Source: an optimization exercise on an open RTL-to-GDS flow (aim: small area). Production flows keep margins and buffers that such runs may drop. Function was checked by simulation only, so behaviour that the tests miss may differ from the original. Power figures rest on the tool's default switching activity, not on a simulated workload.

north:
// driver
module driver(
input clk,
input [31:0] instruction,
input [1:0] core_sel,
input reset,
input [31:0] input_output_write_data,
input [31:0] output_addr_data,
input pc_ready,
output reg output_write_data_pass,
output reg output_addr_data_pass,
output reg [15:0] output_mem_addr,
output reg [31:0] output_mem_wdata,
output reg [3:0] output_wstrb,
output reg pc_valid,
output reg pc_instr,
input [15:0] mem_addr,
input [31:0] mem_wdata,
input [3:0] wstrb,
input mem_instr,
input mem_valid,
output reg [31:0] mem_rdata,
output reg mem_ready,
output reg chip_reset,
output [1:0] chip_core
);
Settings: LEC_CHECK=0, CAP_MARGIN=20, CORE_MARGIN=2, CORE_UTILIZATION=70, CTS_BUF_LIST=sky130_fd_sc_hd__clkbuf_8, CTS_CLUSTER_DIAMETER=60, CTS_CLUSTER_SIZE=20, SLEW_MARGIN=20; clock period 4.0 ns.
standard.sh (not shown) runs the stock make flow with config.mk's settings and CLKGATE_MAP_FILE= SYNTH_SCRIPT=/design/flow/synth_recipe.tcl, a recipe that flattens the netlist after the stock synthesis.
==> flow/flow/run.sh <==
#!/bin/bash
set -euo pipefail
cd "$(dirname "$0")/.."
export BUFFER_PORTS_ARGS="-buffer_cell sky130_fd_sc_hd__buf_1"
bash standard.sh finish > standard_flow.log 2>&1
What south does differently from north at the input level:
- removing CTS_CLUSTER_SIZE (formerly 20)
- removing CTS_BUF_LIST (formerly sky130_fd_sc_hd__clkbuf_8)
- removing CTS_CLUSTER_DIAMETER (formerly 60)
--- a/flow/flow/run.sh
+++ b/flow/flow/run.sh
@@ -4,2 +4,3 @@
 export BUFFER_PORTS_ARGS="-buffer_cell sky130_fd_sc_hd__buf_1"
+export CTS_ARGS="-sink_clustering_enable -repair_clock_nets -dont_use_dummy_load -buf_list sky130_fd_sc_hd__clkbuf_8 -sink_clustering_size 20 -sink_clustering_max_diameter 60"
 bash standard.sh finish > standard_flow.log 2>&1
Findings:
- Every stage of the flow completed for south, and the final layout passed the timing, design-rule and antenna checks.
- Compare south and north | setup slack higher: north
- In the tables for south and north, area growth from synthesis to layout reads higher with north.
- Higher post-layout instance count excluding filler cells was reported by north, not south.

---

Setup of build 72:
Another version of the RTL of driver (not shown whole).
Size: about 7500 µm² of cells after synthesis.
==> flow/config.mk <==
export PLATFORM = sky130hd
export DESIGN_NAME = driver
export DESIGN_NICKNAME = driver
export VERILOG_FILES = /design/flow/design.v
export SDC_FILE = /design/flow/constraint.sdc
export NUM_CORES = 4
export LEC_CHECK = 0
export CAP_MARGIN = 20
export CORE_MARGIN = 2
export CORE_UTILIZATION = 88
export SLEW_MARGIN = 20
==> flow/constraint.sdc <==
create_clock -name core_clock -period 4.0 [get_ports {clk}]
set_input_delay 0.8000 -clock core_clock [delete_from_list [all_inputs] [get_ports {clk}]]
set_output_delay 0.8000 -clock core_clock [all_outputs]
set_load 0.01 [all_outputs]
==> flow/flow/run.sh <==
#!/bin/bash
set -euo pipefail
cd "$(dirname "$0")/.."
export BUFFER_PORTS_ARGS="-buffer_cell sky130_fd_sc_hd__buf_1"
export CTS_ARGS="-sink_clustering_enable -repair_clock_nets -dont_use_dummy_load -buf_list sky130_fd_sc_hd__clkbuf_8 -sink_clustering_size 20 -sink_clustering_max_diameter 60"
bash standard.sh finish > standard_flow.log 2>&1
FAIL build 72 @ 3_3_place_gp: tool exited with error
Setup changes, build 72 to build 8
Settings: CORE_UTILIZATION: 88 -> 70.
## What came out
Of build 8 and build 72, only build 72 fails to reach the end of the flow. Build 72 | ERROR | 3_3_place_gp. Build 72 → build 8: gate count after technology mapping held steady; async set-or-reset flop fraction in the synthesized netlist saw little to no change; number of library cell types mapped by synthesis did not really move; total nets after synthesis flat; sequential share of the synthesized area was more or less identical. There was hardly any difference in area after synthesis between build 72 and build 8. Against build 72 as the reference, build 8 delivers a higher number of rows created at floorplan. [compare] base=build 72 new=build 8: die height rose by about 12%, effective utilization at floorplan shows a reduction of 19 points.
[inputs] build 68 vs build 8
Settings: CORE_UTILIZATION changed from 70 to 80.
==> flow/flow/run.sh <==
#!/bin/bash
set -euo pipefail
cd "$(dirname "$0")/.."
export BUFFER_PORTS_ARGS="-buffer_cell sky130_fd_sc_hd__buf_1"
export CTS_ARGS="-sink_clustering_enable -repair_clock_nets -dont_use_dummy_load -buf_list sky130_fd_sc_hd__clkbuf_8 -root_buf sky130_fd_sc_hd__clkbuf_4 -tree_buf sky130_fd_sc_hd__clkbuf_4 -sink_clustering_buffer sky130_fd_sc_hd__clkbuf_8 -sink_clustering_size 20 -sink_clustering_max_diameter 60"
bash standard.sh finish > standard_flow.log 2>&1
[summary]
Build 68 reports a higher power density of the placed cells than build 8 does.
Measured against each other, build 68 and build 8 differ in time the worst path needs with I/O delays and setup, the lower figure coming from build 8.
Any difference in final hold slack between build 68 and build 8 is small enough to ignore.
Wire length (lower): build 8
Die width came out lower on build 68 than on build 8.
Build 68: routed via count is 4.7% higher than what build 8 reported.
Build 8 reports its type of the worst setup path as register to register while build 68 reports register to output pin.
Side by side, standard cell core area turned out lower in build 68 than in build 8.
diff inputs: build 68 => build 50
==> flow/flow/run.sh <==
#!/bin/bash
set -euo pipefail
cd "$(dirname "$0")/.."
export BUFFER_PORTS_ARGS="-buffer_cell sky130_fd_sc_hd__buf_1"
export CTS_ARGS="-sink_clustering_enable -repair_clock_nets -dont_use_dummy_load -buf_list sky130_fd_sc_hd__clkbuf_8 -sink_clustering_size 20 -sink_clustering_max_diameter 60"
bash standard.sh finish > standard_flow.log 2>&1
### Flow results
From build 68 to build 50 the numbers moved as follows: pin count of the biggest net entering global routing held steady; static leakage power closely matched the old numbers; post-route standard cell area excluding fillers ~0 delta.
Input changes introduced in build 93 (baseline for comparison: build 50):
==> flow/flow/run.sh <==
#!/bin/bash
set -euo pipefail
cd "$(dirname "$0")/.."
export BUFFER_PORTS_ARGS="-buffer_cell sky130_fd_sc_hd__buf_1"
export CTS_ARGS="-sink_clustering_enable -repair_clock_nets -dont_use_dummy_load -buf_list sky130_fd_sc_hd__clkbuf_8 -root_buf sky130_fd_sc_hd__clkbuf_4 -tree_buf sky130_fd_sc_hd__clkbuf_4 -sink_clustering_buffer sky130_fd_sc_hd__clkbuf_8 -sink_clustering_size 20 -sink_clustering_max_diameter 60"
bash standard.sh finish > standard_flow.log 2>&1
--- outcome ---
For design area, build 93 and build 50 come out practically identical.
Looking at minimum setup slack in the final design across both flows, build 93 is the stronger of the two, with build 50 trailing.
Between build 50 and build 93, met3 usage increased.
Diff build 50 -> build 93: required time at the worst-slack endpoint moved down; total of plain and repair buffers excluding clock buffers level; initial antenna violation count moved down.
Changes observed in build 93 relative to build 50: register share of the cell area comparable; wire length of the first global-routing pass now smaller.
Going from build 50 to build 93, the number of gates on the worst path with buffers counted was found to have gone down by 2.

port drivers added, routing unchanged:
How much do the figures lean on ideal ports? The routed layouts below were timed once more, with nothing changed but the port constraints.
Step 1: set_driving_cell puts a clkbuf_16 on clk and a buf_2 on each other input, an assumption about the parent block.
Step 2 times the ports against the registers' clock, not the clock port: input delays grow and output delays shrink by t, the midpoint of the rising clock arrivals with the driver on.
Three values: ideal, step 1, step 2; two values: the first two.
run | t (ns) | setup slack, ns | clock arrival spread, ns | worst register clock-pin slew, ns | cell pins on the clock port's net
north | 0.516 | 1.672 / 1.672 / 1.672 | 0.016 / 0.017 | 0.12 / 0.12 | 1
south | 0.504 | 1.656 / 1.656 / 1.656 | 0.040 / 0.040 | 0.12 / 0.12 | 1
build 8 | 0.512 | 2.137 / 2.108 / 2.137 | 0.018 / 0.018 | 0.12 / 0.12 | 1
build 68 | 0.592 | 2.006 / 1.974 / 2.039 | 0.060 / 0.060 | 0.12 / 0.12 | 1
build 50 | 0.518 | 1.960 / 1.960 / 1.960 | 0.044 / 0.044 | 0.12 / 0.12 | 1
build 93 | 0.592 | 2.006 / 1.974 / 2.039 | 0.060 / 0.060 | 0.12 / 0.12 | 1
After both steps setup and hold are still met in every run listed.
